From an optimization exercise on the open Yosys and OpenROAD flow, aimed at small area; shortcuts taken in it are not production practice.
At most, simulation tests tie the RTL to the original design; equivalence was not proved.
Only the layout flow was run in run 1; the RTL was not checked for function there.

## flow/design.v (module list and top-level ports; edited modules follow where they fit)
// module mulNbit: 844 lines
// module ainv: 5 lines
// module ainvr: 5 lines
// module bxor: 5 lines
// module bxnor: 5 lines
// module bencn: 6 lines
// module bseln: 5 lines
// module fa: 6 lines
module mulNbit(a, b, clk, cin, rst, sum, cout);
  // ...
==> flow/flow/run.sh <==
#!/bin/bash
# The standard layout (standard.sh) with two changes:
#  - after the standard synthesis, every combinational cell is set to the
#    smallest drive strength of its family (flow/downsize.py); the resizer
#    in placement, CTS and routing upsizes what timing needs;
#  - the port buffers are the smallest buffer cell;
#  - after global routing, non-critical cells are downsized (RECOVER_POWER).
set -euo pipefail
ARGS=(BUFFER_PORTS_ARGS="-buffer_cell sky130_fd_sc_hd__buf_1" RECOVER_POWER=100)
R=orfs/results/sky130hd/mulNbit/base
bash standard.sh "${ARGS[@]}" synth > synth.log 2>&1
cp $R/1_2_yosys.v 1_2_yosys.standard.v
python3 flow/downsize.py "$FLOW_HOME/platforms/sky130hd/lib/sky130_fd_sc_hd__tt_025C_1v80.lib" $R/1_2_yosys.v > downsize.log 2>&1
rm -f $R/1_synth.odb $R/1_synth.sdc
bash standard.sh "${ARGS[@]}" finish > standard.log 2>&1
==> flow/flow/downsize.py <==
#!/usr/bin/env python3
"""Set every combinational cell of the synthesized netlist to the smallest
drive strength of its family (same function, same pins); the placement and
routing steps' resizer then upsizes whatever timing needs.
usage: downsize.py LIB NETLIST  (rewrites NETLIST in place)"""
import re
import sys
import collections

lib = open(sys.argv[1]).read()
cells = {}
for m in re.finditer(r'\n\s*cell\s*\(\s*"?(\w+)"?\s*\)\s*\{', lib):
    name = m.group(1)
    start = m.end()
    nxt = lib.find('\n    cell (', start)
    body = lib[start:nxt if nxt > 0 else len(lib)]
    am = re.search(r'area\s*:\s*([\d.]+)', body)
    pins = tuple(sorted(re.findall(r'pin\s*\(\s*"?(\w+)"?\s*\)', body)))
    ff = 'ff (' in body or 'ff(' in body or 'latch' in body
    cells[name] = (float(am.group(1)) if am else 0.0, pins, ff)
fam = collections.defaultdict(list)
for name, (area, pins, ff) in cells.items():
    m = re.match(r'(sky130_fd_sc_hd__\w+?)_(\d+)$', name)
    if m:
        fam[(m.group(1), pins)].append((area, int(m.group(2)), name))
best = {}
for (base, pins), lst in fam.items():
    lst.sort()
    for area, n, name in lst:
        best[name] = lst[0][2]
net = open(sys.argv[2]).read()
count = collections.Counter()


def rep(m):
    name = m.group(1)
    if name not in cells or cells[name][2]:
        return m.group(0)
    if name.startswith(('sky130_fd_sc_hd__clkbuf', 'sky130_fd_sc_hd__conb')):
        return m.group(0)
    b = best.get(name, name)
    if cells[b][0] >= cells[name][0]:
        b = name
    if b != name:
        count[(name, b)] += 1
    return m.group(0).replace(name, b, 1)


net = re.sub(r'^\s*(sky130_fd_sc_hd__\w+)\s', rep, net, flags=re.M)
open(sys.argv[2], 'w').write(net)
for (a, b), n in sorted(count.items()):
    print('%4d %s -> %s' % (n, a, b))
==> flow/standard.sh <==
#!/bin/bash
# synth_recipe.tcl (not shown) runs the flow's synth.tcl, then flattens the netlist and writes it again
# the make line also repeats each setting of config.mk as NAME=value (left out here)
make -C /OpenROAD-flow-scripts/flow DESIGN_CONFIG=/design/flow/config.mk WORK_HOME=/design/flow/orfs CLKGATE_MAP_FILE= SYNTH_SCRIPT=/design/flow/synth_recipe.tcl "${@:-finish}"
==> flow/config.mk <==
export PLATFORM = sky130hd
export DESIGN_NAME = mulNbit
export DESIGN_NICKNAME = mulNbit
export VERILOG_FILES = /design/flow/design.v
export SDC_FILE = /design/flow/constraint.sdc
export NUM_CORES = 4
export LEC_CHECK = 0
export CAP_MARGIN = 10
export CORE_MARGIN = 2
export CORE_UTILIZATION = 60
export CTS_BUF_LIST = sky130_fd_sc_hd__clkbuf_4 sky130_fd_sc_hd__clkbuf_8
export GPL_TIMING_DRIVEN = 1
export SLEW_MARGIN = 10
export SYNTH_HIERARCHICAL = 1
export SYNTH_MINIMUM_KEEP_SIZE = 0
==> flow/constraint.sdc <==
create_clock -name core_clock -period 8.5 [get_ports {clk}]
set_input_delay 1.7000 -clock core_clock [delete_from_list [all_inputs] [get_ports {clk}]]
set_output_delay 1.7000 -clock core_clock [all_outputs]
set_load 0.01 [all_outputs]
==> impl.org, run 1 <==
** Critical path
- Worst Setup Path Type :: primary input to flip-flop
- Kind of start point of the critical path :: primary input
- Slowest CP cell :: fa_1
- Critical path capture point type :: flip-flop
- Walking the worst path, the cells encountered are clkbuf_2 -> xnor2_1 -> nand2_1 -> o22ai_1 -> xor2_1 -> fa_1 -> fa_1 -> fa_1 -> fa_1 -> fa_1 -> fa_1 -> fa_1 -> ha_1 -> nand4_1 -> nor2_1 -> a311oi_1 -> a2bb2oi_1 -> o31ai_1 -> fa_1 -> xor2_1.
- Maximum fanout count along the critical path :: 18
- Worst path top cell family by delay :: adder cells

** Cells and area
- The register with the most flip-flops in the layout has 32 of them.
- Signal buf overhead :: 0.0797
- Clock distribution area overhead in the final layout :: 0.00695
- Inserted Diodes :: 0
- Logic inverters :: 15

** Detailed routing
- Avg WL per Cell :: 23.7 µm
- Summed over all nets, wire length on met3 after detailed routing comes to 3.30 mm.
- In the routed design, unresolved DRC markers number 0.
- In this run, the number of DRC markers left after iteration 0 of detailed routing was 964.

** Floorplanning
- From left edge to right edge, the die measures 140 µm.
- Pin placement for this block handled 100 I/O pins.
- The initial utilization of the core area, before any placement, comes to 0.612.
- Die height :: 140 µm
- Std-Cell Rows :: 49

** Synthesis
- Total nets after synthesis :: 1363
- A synthesized cell averages 10.6 µm².

** Clock network
- CTS tree :: done
- Clock tree synthesis found a total of 33 sinks.
- Total CTS buffers :: 5
- Count of hold-fix buffers inserted at cts :: 0
- H-tree levels :: 2

** Timing
- For the pin with the worst max-slew slack, the measured transition is 0.744 ns.

** Placed design
- Gp weighted congestion :: 0.942

** GRT
- Overall Global Routing Usage :: 0.361
- The via count of the first global-routing pass was 9644.
- For this run, global-route usage on met1 was measured as 0.534.
- Met2 routing resource usage after global routing :: 0.551

** Worst hold path
- Endpoint, Worst Hold :: sum[0]
- Min-delay src :: b[0]

** Run status
- The flow ran to the end and the layout has no timing, DRC or antenna violations.
==> inputs of run 2 (changes only) <==
--- a/flow/design.v
+++ b/flow/design.v
@@ -1,15 +1,15 @@
 module mulNbit(a, b, clk, cin, rst, sum, cout);
 	parameter N = 32;
 	input [N-1:0] a, b;
 	input cin, clk, rst;
 	output reg [N-1:0] sum;
 	output reg cout;
-  wire neg1, neg2, neg3, neg4, neg5, neg6, neg7, neg8, neg9, neg10, neg11, neg12, neg13, neg14, neg15, neg16, an17, an18, an19, an20, an21, an22, an23, an24, an25, an26, an27, an28, an29, an30, an31, an32, an33, an34, an35, an36, an37, an38, an39, an40, an41, an42, an43, an44, an45, an46, an47, an48, onen49, twon50, onen51, twon52, t53, onen54, twon55, t56, onen57, twon58, t59, onen60, twon61, t62, onen63, twon64, t65, onen66, twon67, t68, onen69, twon70, t71, onen72, twon73, t74, onen75, twon76, t77, onen78, twon79, t80, onen81, twon82, t83, onen84, twon85, t86, onen87, twon88, t89, onen90, twon91, t92, onen93, twon94, t95, pp96, pc97, pp98, pp99, pp100, pp101, pp102, pp103, pp104, pp105, pp106, pp107, pp108, pp109, pp110, pp111, pp112, pp113, pp114, pp115, pp116, pp117, pp118, pp119, pp120, pp121, pp122, pp123, pp124, pp125, pp126, pp127, pp128, pp129, pp130, pc131, pp132, pp133, pp134, pp135, pp136, pp137, pp138, pp139, pp140, pp141, pp142, pp143, pp144, pp145, pp146, pp147, pp148, pp149, pp150, pp151, pp152, pp153, pp154, pp155, pp156, pp157, pp158, pp159, pp160, pp161, pp162, pc163, pp164, pp165, pp166, pp167, pp168, pp169, pp170, pp171, pp172, pp173, pp174, pp175, pp176, pp177, pp178, pp179, pp180, pp181, pp182, pp183, pp184, pp185, pp186, pp187, pp188, pp189, pp190, pp191, pp192, pc193, pp194, pp195, pp196, pp197, pp198, pp199, pp200, pp201, pp202, pp203, pp204, pp205, pp206, pp207, pp208, pp209, pp210, pp211, pp212, pp213, pp214, pp215, pp216, pp217, pp218, pp219, pp220, pc221, pp222, pp223, pp224, pp225, pp226, pp227, pp228, pp229, pp230, pp231, pp232, pp233, pp234, pp235, pp236, pp237, pp238, pp239, pp240, pp241, pp242, pp243, pp244, pp245, pp246, pc247, pp248, pp249, pp250, pp251, pp252, pp253, pp254, pp255, pp256, pp257, pp258, pp259, pp260, pp261, pp262, pp263, pp264, pp265, pp266, pp267, pp268, pp269, pp270, pc271, pp272, pp273, pp274, pp275, pp276, pp277, pp278, pp279, pp280, pp281, pp282, pp283, pp284, pp285, pp286, pp287, pp288, pp289, pp290, pp291, pp292, pc293, pp294, pp295, pp296, pp297, pp298, pp299, pp300, pp301, pp302, pp303, pp304, pp305, pp306, pp307, pp308, pp309, pp310, pp311, pp312, pc313, pp314, pp315, pp316, pp317, pp318, pp319, pp320, pp321, pp322, pp323, pp324, pp325, pp326, pp327, pp328, pp329, pp330, pc331, pp332, pp333, pp334, pp335, pp336, pp337, pp338, pp339, pp340, pp341, pp342, pp343, pp344, pp345, pp346, pc347, pp348, pp349, pp350, pp351, pp352, pp353, pp354, pp355, pp356, pp357, pp358, pp359, pp360, pc361, pp362, pp363, pp364, pp365, pp366, pp367, pp368, pp369, pp370, pp371, pp372, pc373, pp374, pp375, pp376, pp377, pp378, pp379, pp380, pp381, pp382, pc383, pp384, pp385, pp386, pp387, pp388, pp389, pp390, pc391, pp392, pp393, pp394, pp395, pp396, pc397, pp398, pp399, pp400, s401, c402, s403, c404, s405, c406, s407, c408, s409, c410, s411, c412, s413, c414, s415, c416, s417, c418, s419, c420, s421, c422, s423, c424, s425, c426, s427, c428, s429, c430, s431, c432, s433, c434, s435, c436, s437, c438, s439, c440, s441, c442, s443, c444, s445, c446, s447, c448, s449, c450, s451, c452, s453, c454, s455, c456, s457, c458, s459, c460, s461, c462, s463, c464, s465, c466, s467, c468, s469, c470, s471, c472, s473, c474, s475, c476, s477, c478, s479, c480, s481, c482, s483, c484, s485, c486, s487, c488, s489, c490, s491, c492, s493, c494, s495, c496, s497, c498, s499, c500, s501, c502, s503, c504, s505, c506, s507, c508, s509, c510, s511, c512, s513, c514, s515, c516, s517, c518, s519, c520, s521, c522, s523, c524, s525, c526, s527, c528, s529, c530, s531, c532, s533, c534, s535, c536, s537, c538, s539, c540, s541, c542, s543, c544, s545, c546, s547, c548, s549, c550, s551, c552, s553, c554, s555, c556, s557, c558, s559, c560, s561, c562, s563, c564, s565, c566, s567, c568, s569, c570, s571, c572, s573, c574, s575, c576, s577, c578, s579, c580, s581, c582, s583, c584, s585, c586, s587, c588, s589, c590, s591, c592, s593, c594, s595, c596, s597, c598, s599, c600, s601, c602, s603, c604, s605, c606, s607, c608, s609, c610, s611, c612, s613, c614, s615, c616, s617, c618, s619, c620, s621, c622, s623, c624, s625, c626, s627, c628, s629, c630, s631, c632, s633, c634, s635, c636, s637, c638, s639, c640, s641, c642, s643, c644, s645, c646, s647, c648, s649, c650, s651, c652, s653, c654, s655, c656, s657, c658, s659, c660, s661, c662, s663, c664, s665, c666, s667, c668, s669, c670, s671, c672, s673, c674, s675, c676, s677, c678, s679, c680, s681, c682, s683, c684, s685, c686, s687, c688, s689, c690, s691, c692, s693, c694, s695, c696, s697, c698, s699, c700, s701, c702, s703, c704, s705, c706, s707, c708, s709, c710, s711, c712, s713, c714, s715, c716, s717, c718, s719, c720, s721, c722, s723, c724, s725, c726, s727, c728, s729, c730, s731, c732, s733, c734, s735, c736, s737, c738, s739, c740, s741, c742, s743, c744, s745, c746, s747, c748, s749, c750, s751, c752, s753, c754, s755, c756, s757, c758, s759, c760, s761, c762, s763, c764, s765, c766, s767, c768, s769, c770, s771, c772, s773, c774, s775, c776, s777, c778, s779, c780, s781, c782, s783, c784, s785, c786, s787, c788, s789, c790, s791, c792, s793, c794, s795, c796, s797, c798, s799, c800, s801, c802, s803, c804, s805, c806, s807, c808, s809, c810, s811, c812, s813, c814, s815, c816, s817, c818, s819, c820, s821, c822, s823, c824, s825, c826, s827, c828, s829, c830, s831, c832, s833, c834, s835, c836, s837, c838, s839, c840, s841, c842, s843, c844, s845, c846, s847, c848, s849, c850, s851, c852, s853, c854, s855, c856, s857, c858, s859, c860, s861, c862, s863, c864, s865, c866, x867, x868, x869, x870, x871, x872, x873, x874, x875, x876, x877, x878, x879, x880, x881, x882, x883, x884, x885, x886, x887, x888, x889, x890, x891, x892, x893, x894, x895, x896, x897, g898, p899, g900, p901, g902, p903, g904, p905, g906, p907, g908, p909, g910, p911, g912, p913, g914, p915, g916, p917, g918, p919, g920, p921, G922, P923, G924, P925, G926, P927, G928, P929, G930, P931, G932, P933, G934, P935, G936, P937, G938, P939, G940, P941, G942, P943, G944, P945, G946, P947, G948, P949, G950, P951, G952, P953, G954, P955, G956, P957, G958, P959, G960, P961, G962, P963, G964, P965, G966, P967, G968, P969, G970, P971, G972, P973, G974, P975, G976, P977, G978, P979, G980, P981, G982, P983, G984, P985, G986, P987, G988, P989, G990, P991, G992, P993, G994, P995, G996, P997, G998, P999, G1000, P1001, G1002, P1003, sum1004, sum1005, sum1006, sum1007, sum1008, sum1009, sum1010, sum1011, sum1012, sum1013, sum1014, sum1015, sum1016, sum1017, sum1018, sum1019, sum1020, sum1021, sum1022, sum1023, sum1024, sum1025, sum1026, sum1027;
+  wire neg1, neg2, neg3, neg4, neg5, neg6, neg7, neg8, neg9, neg10, neg11, neg12, neg13, neg14, neg15, neg16, an17, an18, an19, an20, an21, an22, an23, an24, an25, an26, an27, an28, an29, an30, an31, an32, an33, an34, an35, an36, an37, an38, an39, an40, an41, an42, an43, an44, an45, an46, an47, an48, onen49, twon50, onen51, twon52, t53, onen54, twon55, t56, onen57, twon58, t59, onen60, twon61, t62, onen63, twon64, t65, onen66, twon67, t68, onen69, twon70, t71, onen72, twon73, t74, onen75, twon76, t77, onen78, twon79, t80, onen81, twon82, t83, onen84, twon85, t86, onen87, twon88, t89, onen90, twon91, t92, onen93, twon94, t95, pp96, pc97, pp98, pp99, pp100, pp101, pp102, pp103, pp104, pp105, pp106, pp107, pp108, pp109, pp110, pp111, pp112, pp113, pp114, pp115, pp116, pp117, pp118, pp119, pp120, pp121, pp122, pp123, pp124, pp125, pp126, pp127, pp128, pp129, pp130, pc131, pp132, pp133, pp134, pp135, pp136, pp137, pp138, pp139, pp140, pp141, pp142, pp143, pp144, pp145, pp146, pp147, pp148, pp149, pp150, pp151, pp152, pp153, pp154, pp155, pp156, pp157, pp158, pp159, pp160, pp161, pp162, pc163, pp164, pp165, pp166, pp167, pp168, pp169, pp170, pp171, pp172, pp173, pp174, pp175, pp176, pp177, pp178, pp179, pp180, pp181, pp182, pp183, pp184, pp185, pp186, pp187, pp188, pp189, pp190, pp191, pp192, pc193, pp194, pp195, pp196, pp197, pp198, pp199, pp200, pp201, pp202, pp203, pp204, pp205, pp206, pp207, pp208, pp209, pp210, pp211, pp212, pp213, pp214, pp215, pp216, pp217, pp218, pp219, pp220, pc221, pp222, pp223, pp224, pp225, pp226, pp227, pp228, pp229, pp230, pp231, pp232, pp233, pp234, pp235, pp236, pp237, pp238, pp239, pp240, pp241, pp242, pp243, pp244, pp245, pp246, pc247, pp248, pp249, pp250, pp251, pp252, pp253, pp254, pp255, pp256, pp257, pp258, pp259, pp260, pp261, pp262, pp263, pp264, pp265, pp266, pp267, pp268, pp269, pp270, pc271, pp272, pp273, pp274, pp275, pp276, pp277, pp278, pp279, pp280, pp281, pp282, pp283, pp284, pp285, pp286, pp287, pp288, pp289, pp290, pp291, pp292, pc293, pp294, pp295, pp296, pp297, pp298, pp299, pp300, pp301, pp302, pp303, pp304, pp305, pp306, pp307, pp308, pp309, pp310, pp311, pp312, pc313, pp314, pp315, pp316, pp317, pp318, pp319, pp320, pp321, pp322, pp323, pp324, pp325, pp326, pp327, pp328, pp329, pp330, pc331, pp332, pp333, pp334, pp335, pp336, pp337, pp338, pp339, pp340, pp341, pp342, pp343, pp344, pp345, pp346, pc347, pp348, pp349, pp350, pp351, pp352, pp353, pp354, pp355, pp356, pp357, pp358, pp359, pp360, pc361, pp362, pp363, pp364, pp365, pp366, pp367, pp368, pp369, pp370, pp371, pp372, pc373, pp374, pp375, pp376, pp377, pp378, pp379, pp380, pp381, pp382, pc383, pp384, pp385, pp386, pp387, pp388, pp389, pp390, pc391, pp392, pp393, pp394, pp395, pp396, pc397, pp398, pp399, pp400, s401, c402, s403, c404, s405, c406, s407, c408, s409, c410, s411, c412, s413, c414, s415, c416, s417, c418, s419, c420, s421, c422, s423, c424, s425, c426, s427, c428, s429, c430, s431, c432, s433, c434, s435, c436, s437, c438, s439, c440, s441, c442, s443, c444, s445, c446, s447, c448, s449, c450, s451, c452, s453, c454, s455, c456, s457, c458, s459, c460, s461, c462, s463, c464, s465, c466, s467, c468, s469, c470, s471, c472, s473, c474, s475, c476, s477, c478, s479, c480, s481, c482, s483, c484, s485, c486, s487, c488, s489, c490, s491, c492, s493, c494, s495, c496, s497, c498, s499, c500, s501, c502, s503, c504, s505, c506, s507, c508, s509, c510, s511, c512, s513, c514, s515, c516, s517, c518, s519, c520, s521, c522, s523, c524, s525, c526, s527, c528, s529, c530, s531, c532, s533, c534, s535, c536, s537, c538, s539, c540, s541, c542, s543, c544, s545, c546, s547, c548, s549, c550, s551, c552, s553, c554, s555, c556, s557, c558, s559, c560, s561, c562, s563, c564, s565, c566, s567, c568, s569, c570, s571, c572, s573, c574, s575, c576, s577, c578, s579, c580, s581, c582, s583, c584, s585, c586, s587, c588, s589, c590, s591, c592, s593, c594, s595, c596, s597, c598, s599, c600, s601, c602, s603, c604, s605, c606, s607, c608, s609, c610, s611, c612, s613, c614, s615, c616, s617, c618, s619, c620, s621, c622, s623, c624, s625, c626, s627, c628, s629, c630, s631, c632, s633, c634, s635, c636, s637, c638, s639, c640, s641, c642, s643, c644, s645, c646, s647, c648, s649, c650, s651, c652, s653, c654, s655, c656, s657, c658, s659, c660, s661, c662, s663, c664, s665, c666, s667, c668, s669, c670, s671, c672, s673, c674, s675, c676, s677, c678, s679, c680, s681, c682, s683, c684, s685, c686, s687, c688, s689, c690, s691, c692, s693, c694, s695, c696, s697, c698, s699, c700, s701, c702, s703, c704, s705, c706, s707, c708, s709, c710, s711, c712, s713, c714, s715, c716, s717, c718, s719, c720, s721, c722, s723, c724, s725, c726, s727, c728, s729, c730, s731, c732, s733, c734, s735, c736, s737, c738, s739, c740, s741, c742, s743, c744, s745, c746, s747, c748, s749, c750, s751, c752, s753, c754, s755, c756, s757, c758, s759, c760, s761, c762, s763, c764, s765, c766, s767, c768, s769, c770, s771, c772, s773, c774, s775, c776, s777, c778, s779, c780, s781, c782, s783, c784, s785, c786, s787, c788, s789, c790, s791, c792, s793, c794, s795, c796, s797, c798, s799, c800, s801, c802, s803, c804, s805, c806, s807, c808, s809, c810, s811, c812, s813, c814, s815, c816, s817, c818, s819, c820, s821, c822, s823, c824, s825, c826, s827, c828, s829, c830, s831, c832, s833, c834, s835, c836, s837, c838, s839, c840, s841, c842, s843, c844, s845, c846, s847, c848, s849, c850, s851, c852, s853, c854, s855, c856, s857, c858, s859, c860, s861, c862, s863, c864, s865, c866, x867, x868, x869, x870, x871, x872, x873, x874, x875, x876, x877, x878, x879, x880, x881, x882, x883, x884, x885, x886, x887, x888, x889, x890, x891, x892, x893, x894, x895, x896, x897, g898, p899, g900, p901, g902, p903, g904, p905, g906, p907, g908, p909, g910, p911, g912, p913, g914, p915, g916, p917, g918, p919, g920, p921, G922, P923, G924, P925, G926, P927, G928, P929, G930, P931, G932, P933, G934, P935, G936, P937, G938, P939, G940, P941, G942, P943, G944, P945, G946, P947, G948, P949, G950, P951, G952, P953, G954, P955, G956, P957, G958, P959, G960, P961, G962, P963, G964, P965, G966, P967, G968, P969, G970, P971, G972, P973, G974, P975, G976, P977, G978, P979, G980, P981, G982, P983, G984, P985, G986, P987, G988, P989, G990, P991, G992, P993, G994, P995, G996, P997, G998, P999, G1000, P1001, G1002, P1003, G1004, P1005, G1006, P1007, G1008, P1009, G1010, P1011, G1012, P1013, G1014, P1015, G1016, P1017, G1018, P1019, G1020, P1021, G1022, P1023, G1024, P1025, sum1026, sum1027, sum1028, sum1029, sum1030, sum1031, sum1032, sum1033, sum1034, sum1035, sum1036, sum1037, sum1038, sum1039, sum1040, sum1041, sum1042, sum1043, sum1044, sum1045, sum1046, sum1047, sum1048, sum1049;
   wire [32:0] prod;
   assign neg1 = b[1];
   assign neg2 = b[3];
   assign neg3 = b[5];
   assign neg4 = b[7];
   assign neg5 = b[9];
   assign neg6 = b[11];
   assign neg7 = b[13];
@@ -717,131 +717,153 @@
   assign G938 = 1'b0 | (s703 & g914);
   assign P939 = s703 & p915;
   assign G940 = 1'b0 | (s753 & g916);
   assign P941 = s753 & p917;
   assign G942 = 1'b0 | (s807 & g918);
   assign P943 = s807 & p919;
   assign G944 = 1'b0 | (s865 & g920);
   assign P945 = s865 & p921;
-  assign G946 = G924 | (P925 & G922);
-  assign P947 = P925 & P923;
-  assign G948 = G928 | (P929 & G926);
-  assign P949 = P929 & P927;
-  assign G950 = G932 | (P933 & G930);
-  assign P951 = P933 & P931;
-  assign G952 = G936 | (P937 & G934);
-  assign P953 = P937 & P935;
-  assign G954 = G940 | (P941 & G938);
-  assign P955 = P941 & P939;
-  assign G956 = G944 | (P945 & G942);
-  assign P957 = P945 & P943;
-  assign G958 = G948 | (P949 & G946);
-  assign P959 = P949 & P947;
-  assign G960 = G952 | (P953 & G950);
-  assign P961 = P953 & P951;
-  assign G962 = G956 | (P957 & G954);
-  assign P963 = P957 & P955;
-  assign G964 = G960 | (P961 & G958);
-  assign P965 = P961 & P959;
-  assign G966 = G962 | (P963 & G964);
-  assign P967 = P963 & P965;
-  assign G968 = G950 | (P951 & G958);
-  assign P969 = P951 & P959;
-  assign G970 = G954 | (P955 & G964);
-  assign P971 = P955 & P965;
-  assign G972 = G926 | (P927 & G946);
-  assign P973 = P927 & P947;
-  assign G974 = G930 | (P931 & G958);
-  assign P975 = P931 & P959;
-  assign G976 = G934 | (P935 & G968);
-  assign P977 = P935 & P969;
-  assign G978 = G938 | (P939 & G964);
-  assign P979 = P939 & P965;
-  assign G980 = G942 | (P943 & G970);
-  assign P981 = P943 & P971;
-  assign G982 = g900 | (p901 & G922);
-  assign P983 = p901 & P923;
-  assign G984 = g902 | (p903 & G946);
-  assign P985 = p903 & P947;
-  assign G986 = g904 | (p905 & G972);
-  assign P987 = p905 & P973;
-  assign G988 = g906 | (p907 & G958);
-  assign P989 = p907 & P959;
-  assign G990 = g908 | (p909 & G974);
-  assign P991 = p909 & P975;
-  assign G992 = g910 | (p911 & G968);
-  assign P993 = p911 & P969;
-  assign G994 = g912 | (p913 & G976);
-  assign P995 = p913 & P977;
-  assign G996 = g914 | (p915 & G964);
-  assign P997 = p915 & P965;
-  assign G998 = g916 | (p917 & G978);
-  assign P999 = p917 & P979;
-  assign G1000 = g918 | (p919 & G970);
-  assign P1001 = p919 & P971;
-  assign G1002 = g920 | (p921 & G980);
-  assign P1003 = p921 & P981;
-  assign sum1004 = p899 ^ 1'b0;
-  assign sum1005 = p901 ^ G922;
-  assign sum1006 = s465 ^ G982;
-  assign sum1007 = p903 ^ G946;
-  assign sum1008 = s487 ^ G984;
-  assign sum1009 = p905 ^ G972;
-  assign sum1010 = s513 ^ G986;
-  assign sum1011 = p907 ^ G958;
-  assign sum1012 = s543 ^ G988;
-  assign sum1013 = p909 ^ G974;
-  assign sum1014 = s577 ^ G990;
-  assign sum1015 = p911 ^ G968;
-  assign sum1016 = s615 ^ G992;
-  assign sum1017 = p913 ^ G976;
-  assign sum1018 = s657 ^ G994;
-  assign sum1019 = p915 ^ G964;
-  assign sum1020 = s703 ^ G996;
-  assign sum1021 = p917 ^ G978;
-  assign sum1022 = s753 ^ G998;
-  assign sum1023 = p919 ^ G970;
-  assign sum1024 = s807 ^ G1000;
-  assign sum1025 = p921 ^ G980;
-  assign sum1026 = s865 ^ G1002;
-  assign sum1027 = x897 ^ G966;
+  assign G946 = g900 | (p901 & G922);
+  assign P947 = p901 & P923;
+  assign G948 = G924 | (P925 & G922);
+  assign P949 = P925 & P923;
+  assign G950 = g904 | (p905 & G926);
+  assign P951 = p905 & P927;
+  assign G952 = G928 | (P929 & G926);
+  assign P953 = P929 & P927;
+  assign G954 = g908 | (p909 & G930);
+  assign P955 = p909 & P931;
+  assign G956 = G932 | (P933 & G930);
+  assign P957 = P933 & P931;
+  assign G958 = g912 | (p913 & G934);
+  assign P959 = p913 & P935;
+  assign G960 = G936 | (P937 & G934);
+  assign P961 = P937 & P935;
+  assign G962 = g916 | (p917 & G938);
+  assign P963 = p917 & P939;
+  assign G964 = G940 | (P941 & G938);
+  assign P965 = P941 & P939;
+  assign G966 = g920 | (p921 & G942);
+  assign P967 = p921 & P943;
+  assign G968 = G944 | (P945 & G942);
+  assign P969 = P945 & P943;
+  assign G970 = g902 | (p903 & G948);
+  assign P971 = p903 & P949;
+  assign G972 = G926 | (P927 & G948);
+  assign P973 = P927 & P949;
+  assign G974 = G950 | (P951 & G948);
+  assign P975 = P951 & P949;
+  assign G976 = G952 | (P953 & G948);
+  assign P977 = P953 & P949;
+  assign G978 = g910 | (p911 & G956);
+  assign P979 = p911 & P957;
+  assign G980 = G934 | (P935 & G956);
+  assign P981 = P935 & P957;
+  assign G982 = G958 | (P959 & G956);
+  assign P983 = P959 & P957;
+  assign G984 = G960 | (P961 & G956);
+  assign P985 = P961 & P957;
+  assign G986 = g918 | (p919 & G964);
+  assign P987 = p919 & P965;
+  assign G988 = G942 | (P943 & G964);
+  assign P989 = P943 & P965;
+  assign G990 = G966 | (P967 & G964);
+  assign P991 = P967 & P965;
+  assign G992 = G968 | (P969 & G964);
+  assign P993 = P969 & P965;
+  assign G994 = g906 | (p907 & G976);
+  assign P995 = p907 & P977;
+  assign G996 = G930 | (P931 & G976);
+  assign P997 = P931 & P977;
+  assign G998 = G954 | (P955 & G976);
+  assign P999 = P955 & P977;
+  assign G1000 = G956 | (P957 & G976);
+  assign P1001 = P957 & P977;
+  assign G1002 = G978 | (P979 & G976);
+  assign P1003 = P979 & P977;
+  assign G1004 = G980 | (P981 & G976);
+  assign P1005 = P981 & P977;
+  assign G1006 = G982 | (P983 & G976);
+  assign P1007 = P983 & P977;
+  assign G1008 = G984 | (P985 & G976);
+  assign P1009 = P985 & P977;
+  assign G1010 = g914 | (p915 & G1008);
+  assign P1011 = p915 & P1009;
+  assign G1012 = G938 | (P939 & G1008);
+  assign P1013 = P939 & P1009;
+  assign G1014 = G962 | (P963 & G1008);
+  assign P1015 = P963 & P1009;
+  assign G1016 = G964 | (P965 & G1008);
+  assign P1017 = P965 & P1009;
+  assign G1018 = G986 | (P987 & G1008);
+  assign P1019 = P987 & P1009;
+  assign G1020 = G988 | (P989 & G1008);
+  assign P1021 = P989 & P1009;
+  assign G1022 = G990 | (P991 & G1008);
+  assign P1023 = P991 & P1009;
+  assign G1024 = G992 | (P993 & G1008);
+  assign P1025 = P993 & P1009;
+  assign sum1026 = p899 ^ 1'b0;
+  assign sum1027 = p901 ^ G922;
+  assign sum1028 = s465 ^ G946;
+  assign sum1029 = p903 ^ G948;
+  assign sum1030 = s487 ^ G970;
+  assign sum1031 = p905 ^ G972;
+  assign sum1032 = s513 ^ G974;
+  assign sum1033 = p907 ^ G976;
+  assign sum1034 = s543 ^ G994;
+  assign sum1035 = p909 ^ G996;
+  assign sum1036 = s577 ^ G998;
+  assign sum1037 = p911 ^ G1000;
+  assign sum1038 = s615 ^ G1002;
+  assign sum1039 = p913 ^ G1004;
+  assign sum1040 = s657 ^ G1006;
+  assign sum1041 = p915 ^ G1008;
+  assign sum1042 = s703 ^ G1010;
+  assign sum1043 = p917 ^ G1012;
+  assign sum1044 = s753 ^ G1014;
+  assign sum1045 = p919 ^ G1016;
+  assign sum1046 = s807 ^ G1018;
+  assign sum1047 = p921 ^ G1020;
+  assign sum1048 = s865 ^ G1022;
+  assign sum1049 = x897 ^ G1024;
   assign prod[0] = pp96;
   assign prod[1] = s401;
   assign prod[2] = s403;
   assign prod[3] = s407;
   assign prod[4] = s411;
   assign prod[5] = s417;
   assign prod[6] = s423;
   assign prod[7] = s431;
   assign prod[8] = s439;
-  assign prod[9] = sum1004;
-  assign prod[10] = sum1005;
-  assign prod[11] = sum1006;
-  assign prod[12] = sum1007;
-  assign prod[13] = sum1008;
-  assign prod[14] = sum1009;
-  assign prod[15] = sum1010;
-  assign prod[16] = sum1011;
-  assign prod[17] = sum1012;
-  assign prod[18] = sum1013;
-  assign prod[19] = sum1014;
-  assign prod[20] = sum1015;
-  assign prod[21] = sum1016;
-  assign prod[22] = sum1017;
-  assign prod[23] = sum1018;
-  assign prod[24] = sum1019;
-  assign prod[25] = sum1020;
-  assign prod[26] = sum1021;
-  assign prod[27] = sum1022;
-  assign prod[28] = sum1023;
-  assign prod[29] = sum1024;
-  assign prod[30] = sum1025;
-  assign prod[31] = sum1026;
-  assign prod[32] = sum1027;
+  assign prod[9] = sum1026;
+  assign prod[10] = sum1027;
+  assign prod[11] = sum1028;
+  assign prod[12] = sum1029;
+  assign prod[13] = sum1030;
+  assign prod[14] = sum1031;
+  assign prod[15] = sum1032;
+  assign prod[16] = sum1033;
+  assign prod[17] = sum1034;
+  assign prod[18] = sum1035;
+  assign prod[19] = sum1036;
+  assign prod[20] = sum1037;
+  assign prod[21] = sum1038;
+  assign prod[22] = sum1039;
+  assign prod[23] = sum1040;
+  assign prod[24] = sum1041;
+  assign prod[25] = sum1042;
+  assign prod[26] = sum1043;
+  assign prod[27] = sum1044;
+  assign prod[28] = sum1045;
+  assign prod[29] = sum1046;
+  assign prod[30] = sum1047;
+  assign prod[31] = sum1048;
+  assign prod[32] = sum1049;
 	always @ (posedge clk)
 	begin
 		{cout, sum} <= prod;
 	end
 endmodule
 module ainv(x, y);
 	input x;
 	output y;
==> flow/flow/run.sh (replaced) <==
#!/bin/bash
# The standard layout (standard.sh) with two changes:
#  - after the standard synthesis, every combinational cell is set to the
#    smallest drive strength of its family (flow/downsize.py); the resizer
#    in placement, CTS and routing upsizes what timing needs;
#  - the port buffers are the smallest buffer cell.
set -euo pipefail
ARGS=(BUFFER_PORTS_ARGS="-buffer_cell sky130_fd_sc_hd__buf_1")
R=orfs/results/sky130hd/mulNbit/base
bash standard.sh "${ARGS[@]}" synth > synth.log 2>&1
cp $R/1_2_yosys.v 1_2_yosys.standard.v
python3 flow/downsize.py "$FLOW_HOME/platforms/sky130hd/lib/sky130_fd_sc_hd__tt_025C_1v80.lib" $R/1_2_yosys.v > downsize.log 2>&1
rm -f $R/1_synth.odb $R/1_synth.sdc
bash standard.sh "${ARGS[@]}" finish > standard.log 2>&1
==> flow/config.mk (replaced) <==
export PLATFORM = sky130hd
export DESIGN_NAME = mulNbit
export DESIGN_NICKNAME = mulNbit
export VERILOG_FILES = /design/flow/design.v
export SDC_FILE = /design/flow/constraint.sdc
export NUM_CORES = 4
export LEC_CHECK = 0
export CAP_MARGIN = 10
export CORE_MARGIN = 2
export CORE_UTILIZATION = 60
export CTS_BUF_LIST = sky130_fd_sc_hd__clkbuf_4 sky130_fd_sc_hd__clkbuf_8
export GPL_TIMING_DRIVEN = 0
export PLACE_DENSITY = 0.75
export SLEW_MARGIN = 10
export SYNTH_HIERARCHICAL = 1
export SYNTH_MINIMUM_KEEP_SIZE = 0
==> run 2 against run 1 <==
  * Still clean
  * Synthesized cell count increased by 0.48%
  * Core utilization is 0.86 points lower
  * Routed wire length grew 3.5%
  * Worst setup slack got worse by 0.40 ns
  * Critical path type unchanged
  * Largest cell class unchanged
==> impl.org, run 2 <==
** Timing
- Transition time at the pin with the least slew margin :: 1.06 ns (was 0.744 ns)
- The final worst hold slack was 2.25 ns (was 1.88 ns).
- The hold violation count in the final report was 0 (unchanged).
- The final-layout setup total negative slack came to 0 ns (unchanged).
- Minimum clock period :: 8.29 ns (was 7.89 ns)
- The worst setup slack after layout is 0.207 ns (was 0.610 ns).
- RSZ-0062 raised after global routing :: no (unchanged)
- The worst slew margin relative to its limit is 0.289 (was 0.503).
- The final count of pins violating max slew is 0 (unchanged).
- Final cycle utilization of the critical path :: 0.976 (was 0.928)
- Setup Viol. Count Final :: 0 (unchanged)
- Highest Clock Rate :: 121 MHz (was 127 MHz)

** Detailed routing
- Remaining antenna violation count after routing :: 0 (unchanged)
- TritonRoute pass-1 iters :: 6 (was 5)
- Avg WL per Cell :: 25.5 µm (was 23.7 µm)
- Vias per inst :: 7.17 (was 6.54)
- The via count of the routed design was 9991 (was 9477).
- The number of DRC markers after the initial detailed-route iteration came to 1366 (was 964).
- Final wirelength :: 35.5 mm (was 34.3 mm)
- Count of unresolved DRC violations after routing :: 0 (unchanged)

** Cells and area
- Commonest cells after routing, fill and taps aside :: xor2_1 (293), o22ai_1 (271), fa_1 (233) (was xor2_1 (297), o22ai_1 (271), fa_1 (240))
- The final cell area excluding filler cells was 0.0122 mm² (was 0.0124 mm²).
- The layout cell share with drive strength beyond 1 is 0.0584 (was 0.0747).
- Layout overhead on the synthesized area :: 11.6% (was 12.5%)
- Max FFs per register :: 32 (unchanged)
- The number of inserted diodes is 0 (unchanged).
- The most common cell after layout, fill and taps aside was xor2_1 (unchanged).
- Nets@finish :: 1479 (was 1541)
- The final cell count without fillers came to 1393 (was 1448).
- Final standard cell utilization of the core :: 0.681 (was 0.689)

** GRT
- The number of antenna violations at the first check in global routing was 0 (unchanged).
- The wire length of the first global-routing pass is 55.4 mm (was 54.2 mm).
- Overall Global Routing Usage :: 0.367 (was 0.361)
- The pin count of the biggest net entering global routing came to 34 (was 33).
- The aggregate global routing overflow came to 0 (unchanged).
- The via count of the first global-routing pass was 10192 (was 9644).

** Synthesis
- Synthesis warning total :: 7 (unchanged)
- Post-Syn Area :: 0.0110 mm² (about the same)
- The net count after synthesis is 1361 (was 1363).
- Number of instances in the synthesized netlist :: 1045 (was 1040)
- Average cell area after synthesis :: 10.5 µm² (was 10.6 µm²)

** Clock network
- The clock slew seen by the registers of the worst setup and hold paths was 0.07 ns (was 0.12 ns).
- Count of hold-fix buffers inserted at cts :: 0 (unchanged)
- Total CTS buffers :: 5 (unchanged)
- Clock Path Buffers :: 2 (unchanged)
- Clk sinks :: 33 (unchanged)
- The clock root buffer master is clkbuf_8 (unchanged).
- The TritonCTS clock tree is done (unchanged).
- The H-tree level count came to 2 (unchanged).

** Critical path
- The critical path startpoint category was a primary input (unchanged).
- The endpoint type of the worst setup path is a flip-flop (unchanged).
- The largest driver fanout on the critical path is 21 (was 18).
- The required time of the critical path came to 8.73 ns (was 8.75 ns).
- Worst Setup Path Type :: primary input to flip-flop (unchanged)
- Data arrival time of the critical path :: 8.52 ns (was 8.14 ns)

** Floorplanning
- Die span in x :: 139 µm (was 140 µm)
- The initial core utilization came to 0.610 (was 0.612).
- Core footprint :: 0.0180 mm² (about the same)
- Std-Cell Rows :: 49 (unchanged)
- The number of top-level pins was 100 (unchanged).
- Die height :: 139 µm (was 140 µm)
- Floorplan die area :: 0.0194 mm² (was 0.0195 mm²)

** Placed design
- The number of placed instances, taps included came to 1384 (was 1440).
- The worst slack at placement came to -1.09 ns (was 0.312 ns).
- The post-DP HPWL is 24.0 mm (was 26.0 mm).
- The standard cell area after detailed placement was 0.0120 mm² (was 0.0124 mm²).
- The last weighted congestion value of the routability-driven placer was 0.922 (was 0.942).
- # port buffers :: 98 (unchanged)

** Worst hold path
- Min-delay src :: a[31] (was b[0])
- Endpoint, Worst Hold :: cout (was sum[0])
- Worst hold stages :: 7 (was 4)
- Worst hold path class :: primary input to flip-flop (unchanged)

** Run
- The number of violations of the max-capacitance limit came to 0 (unchanged).

** Run status
- Outcome: finished clean (unchanged).
## run 2: cell type report
class	count	area (µm²)
Tap cell	229	287
Buffer	2	8.76
Timing Repair Buffer	110	609
Clock buffer	8	91.3
Inverter	14	56.3
Fill cell	1414	5740
Sequential cell	33	661
Multi-Input combinational cell	997	10500
## run 2: worst max-delay path by stage
stage	slack, ns	endpoint	from	cells past startpoint
3_3_place_gp	-3.33	sum[31]	b[7]	19
6_report	0.21	sum[31]	b[15]	19
5_1_grt	0.003	sum[31]	b[3]	20
2_1_floorplan	0.07	sum[31]	b[7]	18
4_1_cts	0.06	sum[31]	b[13]	19
3_5_place_dp	-1.09	sum[31]	rst	20
## run 2: worst max-delay path: stages
cell	delay, ns
buf_2	0.56
xnor2_2	0.30
buf_8	0.23
nand2_1	0.50
o22ai_1	0.34
xor2_1	0.25
fa_1	0.48
fa_1	0.45
fa_1	0.51
fa_1	0.48
fa_1	0.44
fa_1	0.45
fa_1	0.40
ha_1	0.34
and2_1	0.18
and2b_1	0.17
a311o_1	0.37
a31oi_1	0.21
xnor2_1	0.13
## run 2: what timing repair did
action,4_1_cts,5_1_grt
gates cloned,0,1
gates resized for setup,23,14
setup endpoints to repair,13,8
pin swaps,0,1
buffers inserted,0,0
## run 2: layer usage
metal / wire [µm] / vias to the layer above / track usage
met5: 0 / - / 0
met3: 5350 / 212 / 0.103
met4: 2360 / 0 / 0.166
met2: 15400 / 987 / 0.559
li1: - / 4003 / -
met1: 12400 / 4789 / 0.493
==> inputs of run 3 (changes only) <==
--- a/flow/config.mk
+++ b/flow/config.mk
@@ -11,5 +11,5 @@
 export CTS_BUF_LIST = sky130_fd_sc_hd__clkbuf_4 sky130_fd_sc_hd__clkbuf_8
 export GPL_TIMING_DRIVEN = 0
-export PLACE_DENSITY = 0.75
+export PLACE_DENSITY = 0.9
 export SLEW_MARGIN = 10
 export SYNTH_HIERARCHICAL = 1
==> run 3 against run 2 <==
  * Clock-buffer cell count down 3
  * Worst setup slack got worse by 0.0056 ns
  * Worst hold slack lost 0.14 ns
  * Routed wire length up 0.98%
  * Sequential share of layout area about the same
  * First-iteration DRC count increased by 30%
  * Via count rose by 2.4%
  * Fmax is essentially flat
  * Highest routed layer unchanged
==> impl.org, run 3 <==
** Timing
- The final count of pins violating max slew is 0 (unchanged).
- The actual slew at the worst max-slew pin is 1.21 ns (was 1.06 ns).
- The final worst hold slack was 2.11 ns (was 2.25 ns).
- The hold violation count in the final report is 0 (unchanged).
- The upper clock frequency limit was 120 MHz (was 121 MHz).
- The worst slew margin relative to its limit came to 0.192 (was 0.289).
- Worst setup margin :: 0.201 ns (was 0.207 ns)
- The portion of the clock cycle consumed by the worst path in the final layout was 0.976 (about the same).
- RSZ-0062 raised after global routing: no (unchanged).
- Setup TNS after final layout :: 0 ns (unchanged)
- Minimum clock period :: 8.30 ns (was 8.29 ns)
- The setup violation total in the final timing report is 0 (unchanged).

** Cells and area
- Commonest cells after routing, fill and taps aside: xor2_1 (293), o22ai_1 (271), fa_1 (233) (unchanged).
- Final standard cell utilization of the core :: 0.682 (was 0.681)
- Layout overhead on the synthesized area :: 11.8% (was 11.6%)
- The final cell area excluding filler cells was 0.0123 mm² (was 0.0122 mm²).
- The final cell count without fillers was 1398 (was 1393).
- Most frequent standard cell in the layout excluding fill and tap cells :: xor2_1 (unchanged)
- The layout cell share with drive strength beyond 1 came to 0.0539 (was 0.0584).
- The number of nets at the end of the flow was 1484 (was 1479).
- The number of filler instances in the final layout was 1253 (was 1414).
- The number of inserted diodes came to 0 (unchanged).
- The number of flip-flops under the largest register name is 32 (unchanged).

** Clock network
- The TritonCTS clock tree is done (unchanged).
- The clock root buffer master is clkbuf_8 (unchanged).
- The maximum buffer depth of the clock tree came to 2 (unchanged).
- The clock slew seen by the registers of the worst setup and hold paths was 0.08 ns (was 0.07 ns).
- H-tree levels :: 2 (unchanged)
- The number of sinks driven by the clock tree was 33 (unchanged).
- The TritonCTS buffer count is 5 (unchanged).

** Critical path
- Worst Setup Path Type :: primary input to flip-flop (unchanged)
- The endpoint type of the worst setup path was a flip-flop (unchanged).
- Kind of start point of the critical path :: primary input (unchanged)
- Data arrival time of the critical path :: 8.57 ns (was 8.52 ns)
- The largest driver fanout on the critical path came to 33 (was 21).
- The required time of the critical path was 8.78 ns (was 8.73 ns).

** Floorplanning
- The die area is 0.0194 mm² (unchanged).
- I/O pin count :: 100 (unchanged)
- The initial core utilization is 0.610 (unchanged).
- Die height :: 139 µm (unchanged)
- The area of the placeable core was 0.0180 mm² (unchanged).
- Die span in x :: 139 µm (unchanged)
- The number of placement rows is 49 (unchanged).

** Detailed routing
- Detailed router's first-iteration violation count :: 1772 (was 1366)
- The number of remaining DRC errors is 0 (unchanged).
- The total iterations of the first detailed-routing run is 7 (was 6).
- The overall routed net length was 35.9 mm (was 35.5 mm).
- Remaining antenna violation count after routing :: 0 (unchanged)
- Vias after detailed routing :: 10235 (was 9991)
- The routed length per placed instance was 25.7 µm (was 25.5 µm).
- The ratio of routed vias to standard cells came to 7.32 (was 7.17).

** Placed design
- Instance area after placement :: 0.0120 mm² (about the same)
- Dpl ws :: -1.12 ns (was -1.09 ns)
- Gp weighted congestion :: 0.969 (was 0.922)
- The count of buffers from port buffering is 98 (unchanged).
- Number of placed instances with taps included :: 1386 (was 1384)
- Post-DP HPWL :: 24.9 mm (was 24.0 mm)

** GRT
- Overall Global Routing Usage :: 0.373 (was 0.367)
- The number of antenna violations at the first check in global routing was 0 (unchanged).
- Remaining Overflow, GRT :: 0 (unchanged)
- The wire length of the first global-routing pass is 56.4 mm (was 55.4 mm).
- The pin count of the biggest net entering global routing is 34 (unchanged).
- Via count of the first global-routing pass :: 10589 (was 10192)

** Synthesis
- The synthesized instance count came to 1045 (unchanged).
- Average cell area after synthesis :: 10.5 µm² (unchanged)
- The net count after synthesis was 1361 (unchanged).
- The number of warnings reported in the yosys synthesis log came to 7 (unchanged).
- Post-Syn Area :: 0.0110 mm² (unchanged)

** Run status
- Outcome :: finished clean (unchanged)

** Worst hold path
- Worst hold path class :: primary input to flip-flop (unchanged)

** Run
- The number of violations of the max-capacitance limit was 0 (unchanged).
## run 3: repair_timing
action / 4_1_cts / 5_1_grt
hold buffers: 0 / 0
gates resized for setup: 15 / 19
gates cloned: 1 / 0
pin swaps: 1 / 1
setup endpoints to repair: 12 / 8
setup buffers: 0 / 2
## run 3: worst paths after layout
path              startpoint  endpoint  depth (start not counted)
hold / removal          b[3]    sum[3]                          4
setup / recovery        b[0]   sum[31]                         19
## run 3: cell type report
| class | count | area, µm² | area share |
|---|---|---|---|
| clock inverter | 3 | 17.5 | 0.00143 |
| sequential | 33 | 661 | 0.0539 |
| inverter | 14 | 56.3 | 0.00460 |
| buffer | 2 | 8.76 | 0.000715 |
| timing repair buffer | 115 | 687 | 0.0561 |
| multi-input combinational | 997 | 10500 | 0.854 |
| tap | 229 | 287 | 0.0234 |
| clock buffer | 5 | 68.8 | 0.00562 |
## run 3: worst max-delay path, stage by stage
cell        delay (ns)
buf_1             0.14
clkinvlp_4        0.60
nand2_2           0.86
o22ai_1           0.19
xor2_1            0.24
fa_1              0.47
fa_1              0.47
fa_1              0.51
fa_1              0.50
fa_1              0.45
fa_1              0.41
ha_1              0.36
a31oi_1           0.23
o21bai_1          0.11
and3_1            0.21
o311a_1           0.41
a311o_1           0.34
a31oi_1           0.21
xnor2_1           0.13
## run 3: per-layer routing
metal	vias up	share of wire	wire length, µm	GRT usage
li1	4011	-	-	-
met4	0	0.078	2800	0.203
met3	330	0.14	5020	0.113
met1	4818	0.33	11900	0.462
met2	1076	0.45	16200	0.590
met5	-	0	0	0
==> inputs of run 4 (changes only) <==
--- a/flow/config.mk
+++ b/flow/config.mk
@@ -11,5 +11,4 @@
 export CTS_BUF_LIST = sky130_fd_sc_hd__clkbuf_4 sky130_fd_sc_hd__clkbuf_8
 export GPL_TIMING_DRIVEN = 0
-export PLACE_DENSITY = 0.9
 export SLEW_MARGIN = 10
 export SYNTH_HIERARCHICAL = 1
==> run 4 against run 3 <==
  * Still clean
  * Sequential cell count did not move
  * Via count down 5.1%
  * First-iteration DRC count shrank 30%
  * Synthesized area is the same
  * Highest routed layer unchanged
==> impl.org, run 4 <==
** GRT
- Via count of the first global-routing pass :: 10187 (was 10589)
- Maximum number of pins on one net before global-route repair :: 34 (unchanged)
- The wire length of the first global-routing pass is 57.9 mm (was 56.4 mm).
- Antenna violations before repair :: 0 (unchanged)
- Overall Global Routing Usage :: 0.390 (was 0.373)
- The aggregate global routing overflow came to 0 (unchanged).

** Detailed routing
- Vias per inst :: 6.95 (was 7.32)
- The routed length per placed instance came to 26.2 µm (was 25.7 µm).
- Detailed router's first-iteration violation count :: 1236 (was 1772)
- Met2 wire length :: 16.3 mm (was 16.2 mm)
- DR top layer :: met4 (unchanged)
- The routed length on met1 came to 14.1 mm (was 11.9 mm).
- TritonRoute pass-1 iters :: 5 (was 7)
- Remaining antenna violation count after routing :: 0 (unchanged)
- Final wirelength :: 36.5 mm (was 35.9 mm)
- The detailed route wirelength on metal3 was 4.77 mm (was 5.02 mm).
- The via count of the routed design came to 9710 (was 10235).
- The number of remaining DRC errors came to 0 (unchanged).

** Critical path
- The kind of cell with the highest combined delay on the critical path was adder cells (unchanged).
- Most numerous cell on the critical path :: fa_1 (unchanged)
- Slowest CP cell :: xnor2_2 (was nand2_2)
- Kind of start point of the critical path :: primary input (unchanged)
- The type of the worst setup path is primary input to flip-flop (unchanged).
- Data arrival time of the critical path :: 8.53 ns (was 8.57 ns)
- Number of buffer and inverter instances along the worst setup path :: 1 (was 2)
- The peak per-stage delay on the critical path came to 0.67 ns (was 0.86 ns).
- Maximum fanout count along the critical path :: 23 (was 33)
- Critical path capture point type :: flip-flop (unchanged)
- Required time worst endpoint :: 8.74 ns (was 8.78 ns)
- Cell Chain, Critical Path: buf_2 -> xnor2_2 -> nand2_2 -> o22ai_1 -> xor2_1 -> fa_1 -> fa_1 -> fa_1 -> fa_1 -> fa_1 -> fa_1 -> ha_1 -> and3_1 -> and3_1 -> o311a_1 -> a311o_1 -> a31oi_1 -> xnor2_1 (was buf_1 -> clkinvlp_4 -> nand2_2 -> o22ai_1 -> xor2_1 -> fa_1 -> fa_1 -> fa_1 -> fa_1 -> fa_1 -> fa_1 -> ha_1 -> a31oi_1 -> o21bai_1 -> and3_1 -> o311a_1 -> a311o_1 -> a31oi_1 -> xnor2_1).

** Placed design
- The worst slack at placement was -1.15 ns (was -1.12 ns).
- The count of buffers from port buffering came to 98 (unchanged).
- The number of placed instances, taps included was 1386 (unchanged).
- Gp weighted congestion :: 0.927 (was 0.969)
- The post-DP HPWL is 25.0 mm (was 24.9 mm).

** Cells and area
- The final cell count without fillers was 1397 (was 1398).
- The layout cell share with drive strength beyond 1 is 0.0651 (was 0.0539).
- The most common cell after layout, fill and taps aside is xor2_1 (unchanged).
- Max FFs per register :: 32 (unchanged)
- Inserted Diodes :: 0 (unchanged)
- The number of nets at the end of the flow came to 1483 (was 1484).
- Layout overhead on the synthesized area :: 12.4% (was 11.8%)
- Commonest cells after routing, fill and taps aside :: xor2_1 (293), o22ai_1 (271), fa_1 (233) (unchanged)
- The number of filler instances in the final layout was 1461 (was 1253).
- The final core utilization is 0.685 (was 0.682).

** Timing
- The hold violation count in the final report came to 0 (unchanged).
- The worst setup slack after layout was 0.210 ns (was 0.201 ns).
- Final cycle utilization of the critical path :: 0.975 (was 0.976)
- RSZ-0062 raised after global routing: no (unchanged).
- Tightest hold margin :: 2.26 ns (was 2.11 ns)
- The worst slew margin relative to its limit came to 0.264 (was 0.192).
- Max Transition Viols Final :: 0 (unchanged)
- Highest Clock Rate :: 121 MHz (was 120 MHz)
- The actual slew at the worst max-slew pin is 1.10 ns (was 1.21 ns).
- The final critical-path required period is 8.29 ns (was 8.30 ns).
- Setup Viol. Count Final :: 0 (unchanged)

** Synthesis
- Total nets after synthesis :: 1361 (unchanged)
- Number of instances in the synthesized netlist :: 1045 (unchanged)
- The number of warnings reported in the yosys synthesis log is 7 (unchanged).
- Post-Syn Area :: 0.0110 mm² (unchanged)
- Average cell area after synthesis :: 10.5 µm² (unchanged)

** Clock network
- H-tree levels :: 2 (unchanged)
- The clock slew seen by the registers of the worst setup and hold paths was 0.08 ns (about the same).
- Total CTS buffers :: 5 (unchanged)
- Clock root buffer :: clkbuf_8 (unchanged)
- The maximum buffer depth of the clock tree was 2 (unchanged).
- Clk sinks :: 33 (unchanged)
- CTS tree :: done (unchanged)

** Floorplanning
- Floorplan die area :: 0.0194 mm² (unchanged)
- Initial core utilization :: 0.610 (unchanged)
- Core footprint :: 0.0180 mm² (unchanged)
- The height of the die is 139 µm (unchanged).
- I/O pin count :: 100 (unchanged)
- Std-Cell Rows :: 49 (unchanged)
- The width of the chip was 139 µm (unchanged).

** Worst hold path
- Worst hold path class :: primary input to flip-flop (unchanged)

** Run status
- Outcome: finished clean (unchanged).

** Run
- The number of violations of the max-capacitance limit was 0 (unchanged).
-- run 4: cell count changes in the layout (fill, tap and decap cells not counted), sizes merged --
cell    before  now
buf        114  113
xnor2       58   57
clkbuf       8    9
-- run 4: timing repair --
item / in CTS / in global routing
endpoints found under the setup margin: 13 / 8
pin swaps: 0 / 2
resized for setup: 16 / 26
setup buffers: 0 / 3
hold buffers: 0 / 0
-- run 4: worst paths after layout --
path	start	to	slack, ns	cells after the start
hold / removal	b[0]	sum[0]	2.26	3
setup / recovery	b[13]	sum[31]	0.21	18
-- run 4: layer usage --
metal / track usage / up-vias
li1: - / 4007
met5: 0 / -
met3: 0.100 / 116
met2: 0.590 / 797
met1: 0.546 / 4790
met4: 0.149 / 0
-- run 4: area by class of cell --
class	instances	area [µm²]	area share
Multi-Input combinational cell	996	10500	0.855
Clock inverter	3	17.5	0.00142
Sequential cell	33	661	0.0537
Buffer	2	10.0	0.000813
Tap cell	229	287	0.0233
Timing Repair Buffer	115	689	0.0560
Clock buffer	5	68.8	0.00559
Inverter	14	56.3	0.00457
-- run 4: metrics by stage --
step	TNS, ns	cell area (µm²)
after global placement	-62.43	11600
final	0	12300
after global routing	0	12300
after detailed placement	-11.92	12000
after CTS	-0.0355	12200
after floorplan	0	11000
-- run 4: worst min-delay path, delay by kind of cell --
family | cells | cell delay [ns]
buf+inv | 2 | 0.63
simple gates | 1 | 0.13
==> inputs of run 5 (changes only) <==
--- a/flow/config.mk
+++ b/flow/config.mk
@@ -11,4 +11,6 @@
 export CTS_BUF_LIST = sky130_fd_sc_hd__clkbuf_4 sky130_fd_sc_hd__clkbuf_8
 export GPL_TIMING_DRIVEN = 0
+export PLACE_DENSITY = 0.75
+export SETUP_SLACK_MARGIN = 0.05
 export SLEW_MARGIN = 10
 export SYNTH_HIERARCHICAL = 1
==> run 5 against run 4 <==
  * Worst hold slack improved by 0.0063 ns
  * Sequential share of layout area barely moved
  * Clock-buffer cell count rose by 3
  * Design area fell by 0.47%
  * Global-route usage fell by 2.3 points
  * Highest routed layer unchanged
==> impl.org, run 5 <==
** GRT
- The global routing met1 resource utilization came to 0.493 (was 0.546).
- Maximum number of pins on one net before global-route repair :: 34 (unchanged)
- Remaining Overflow, GRT :: 0 (unchanged)
- The wire length of the first global-routing pass is 55.4 mm (was 57.9 mm).
- Most used routing layer in global routing :: met2 (unchanged)
- The fraction of met3 tracks used by global routing was 0.103 (was 0.100).
- Met2 routing resource usage after global routing :: 0.559 (was 0.590)
- The via count of the first global-routing pass is 10192 (was 10187).
- The number of antenna violations at the first check in global routing was 0 (unchanged).
- The overall fraction of global-route tracks in use was 0.367 (was 0.390).

** Critical path
- Kind of start point of the critical path :: primary input (unchanged)
- Worst Setup Path Type :: primary input to flip-flop (unchanged)
- Source of the critical timing path :: b[15] (was b[13])
- The arrival time of the worst setup path is 8.48 ns (was 8.53 ns).
- The required time of the critical path came to 8.74 ns (about the same).
- The endpoint type of the worst setup path was a flip-flop (unchanged).
- Maximum fanout count along the critical path :: 21 (was 23)

** Detailed routing
- The via count of the routed design came to 9924 (was 9710).
- The remaining antenna violation count came to 0 (unchanged).
- The total iterations of the first detailed-routing run was 8 (was 5).
- The routed length per placed instance came to 25.5 µm (was 26.2 µm).
- The overall routed net length was 35.6 mm (was 36.5 mm).
- The number of remaining DRC errors came to 0 (unchanged).
- The ratio of routed vias to standard cells came to 7.11 (was 6.95).
- Detailed router's first-iteration violation count :: 1437 (was 1236)

** Placed design
- The last weighted congestion value of the routability-driven placer was 0.922 (was 0.927).
- The count of buffers from port buffering came to 98 (unchanged).
- The post-DP HPWL is 24.0 mm (was 25.0 mm).
- Number of placed instances with taps included :: 1384 (was 1386)

** Cells and area
- Post-route non-filler standard cell count :: 1395 (was 1397)
- Layout overhead on the synthesized area :: 11.8% (was 12.4%)
- Final standard cell utilization of the core :: 0.682 (was 0.685)
- Commonest cells after routing, fill and taps aside: xor2_1 (293), o22ai_1 (271), fa_1 (233) (unchanged).
- Inserted Diodes :: 0 (unchanged)
- Total of fill cells in the finished design :: 1406 (was 1461)
- The layout cell share with drive strength beyond 1 came to 0.0609 (was 0.0651).
- Nets@finish :: 1481 (was 1483)
- Max FFs per register :: 32 (unchanged)
- The most common cell after layout, fill and taps aside was xor2_1 (unchanged).

** Timing
- The setup violation total in the final timing report was 0 (unchanged).
- The final count of pins violating max slew came to 0 (unchanged).
- The final critical-path required period was 8.24 ns (was 8.29 ns).
- The worst slew margin relative to its limit was 0.289 (was 0.264).
- RSZ-0062 raised after global routing :: yes (was no)
- Highest Clock Rate :: 121 MHz (about the same)
- Hold violation total from the final report :: 0 (unchanged)
- Final cycle utilization of the critical path :: 0.970 (was 0.975)
- Transition time at the pin with the least slew margin :: 1.06 ns (was 1.10 ns)

** Worst hold path
- The worst min-delay path class is primary input to flip-flop (unchanged).
- The beginning of the worst hold path is b[0] (unchanged).

** Clock network
- Count of hold-fix buffers inserted at cts :: 0 (unchanged)
- The clock root buffer master was clkbuf_8 (unchanged).
- The clock slew seen by the registers of the worst setup and hold paths was 0.07 ns (was 0.08 ns).
- The H-tree level count is 2 (unchanged).
- Clock Path Buffers :: 2 (unchanged)
- The number of sinks driven by the clock tree is 33 (unchanged).
- CTS tree :: done (unchanged)
- The TritonCTS buffer count was 5 (unchanged).

** Floorplanning
- Floorplan die area :: 0.0194 mm² (unchanged)
- Std-Cell Rows :: 49 (unchanged)
- Core footprint :: 0.0180 mm² (unchanged)
- Die span in x :: 139 µm (unchanged)
- I/O pin count :: 100 (unchanged)
- Die height :: 139 µm (unchanged)
- Initial core utilization :: 0.610 (unchanged)

** Synthesis
- The cell area after synthesis was 0.0110 mm² (unchanged).
- Average cell area after synthesis :: 10.5 µm² (unchanged)
- The net count after synthesis is 1361 (unchanged).
- Number of instances in the synthesized netlist :: 1045 (unchanged)
- Synthesis warning total :: 7 (unchanged)

** Run status
- Outcome :: finished clean (unchanged)

** Run
- Count of maximum capacitance violations :: 0 (unchanged)
[run 5: cell type report]
class | instances | area (µm²) | share of cell area
plain buffers | 2 | 8.76 | 0.000715
flip-flops and latches | 33 | 661 | 0.0539
clock buffers | 8 | 91.3 | 0.00745
well taps | 229 | 287 | 0.0234
multi-input cells | 997 | 10500 | 0.858
repair buffers | 112 | 632 | 0.0516
inverters | 14 | 56.3 | 0.00459
[run 5: per-stage QoR]
step                TNS [ns]  worst slack, ns  hold slack [ns]  instance area [µm²]
floorplan                  0           0.0660             1.95                11000
global placement      -56.33            -3.33             2.09                11600
detailed placement    -10.76            -1.09             2.08                12000
CTS                        0           0.0622             2.21                12100
global route               0           0.0404             2.32                12300
finish                     0            0.257             2.26                12300
[run 5: timing repair]
item                                    in CTS  in global routing
pin swaps                                    0                  2
buffers inserted                             0                  2
gates resized for setup                     23                 18
cloned                                       0                  1
endpoints found under the setup margin      13                  8
[run 5: layer usage]
metal  up-vias  share of wire
li1       4006              -
met2       973           0.44
met1      4740           0.36
met3       205           0.14
met5         -              0
met4         0          0.061
[run 5: final timing paths]
kind / endpoint / slack, ns / cells after the start
setup / recovery: sum[31] / 0.26 / 19
hold / removal: sum[0] / 2.26 / 3
[run 5: worst max-delay path, stage by stage]
cell      delay [ns]
clkbuf_4        0.31
xnor2_2         0.50
buf_8           0.23
nand2_1         0.51
o22ai_1         0.34
xor2_1          0.25
fa_1            0.48
fa_1            0.45
fa_1            0.51
fa_1            0.48
fa_1            0.44
fa_1            0.45
fa_1            0.40
ha_1            0.34
and2_1          0.18
and2b_1         0.17
a311o_1         0.37
a31oi_1         0.21
xnor2_1         0.13

static timing again, ports no longer ideal:
Ports are ideal in the flow. The routed layouts listed here were re-timed in OpenROAD. Step 1, drivers: a clkbuf_16 drives clk and a buf_2 each remaining input, both assumed. Step 2 adds t to the input delays and takes it off the output delays; t is the mean of the earliest and latest rising clock arrival at the registers after step 1. Input paths then give back, and output paths get back, about the clock's delay inside the block. a / b / c = no drivers / after step 1 / after step 2; a / b = the first two.
run | t (ns) | slack for setup (ns) | hold slack, ns | worst data-port slew with drivers (ns) | pins driven straight from the clock port
run 1 | 0.376 | 0.610 / 0.631 / 0.255 | 1.883 / 1.859 / 2.099 | 0.05 | 1
run 2 | 0.331 | 0.207 / 0.222 / -0.109 | 2.253 / 2.237 / 2.101 | 0.04 | 1
run 3 | 0.373 | 0.201 / 0.211 / -0.162 | 2.112 / 2.112 / 2.109 | 0.05 | 1
run 4 | 0.355 | 0.210 / 0.234 / -0.122 | 2.258 / 2.235 / 2.106 | 0.04 | 1
run 5 | 0.334 | 0.257 / 0.274 / -0.059 | 2.265 / 2.248 / 2.101 | 0.04 | 1
Met with ideal ports but missed after step 2: setup timing in run 2, run 3, run 4 and run 5. For run 3, which loses most, drivers alone change the setup slack by +0.010 ns; drivers and shift together by -0.363 ns.
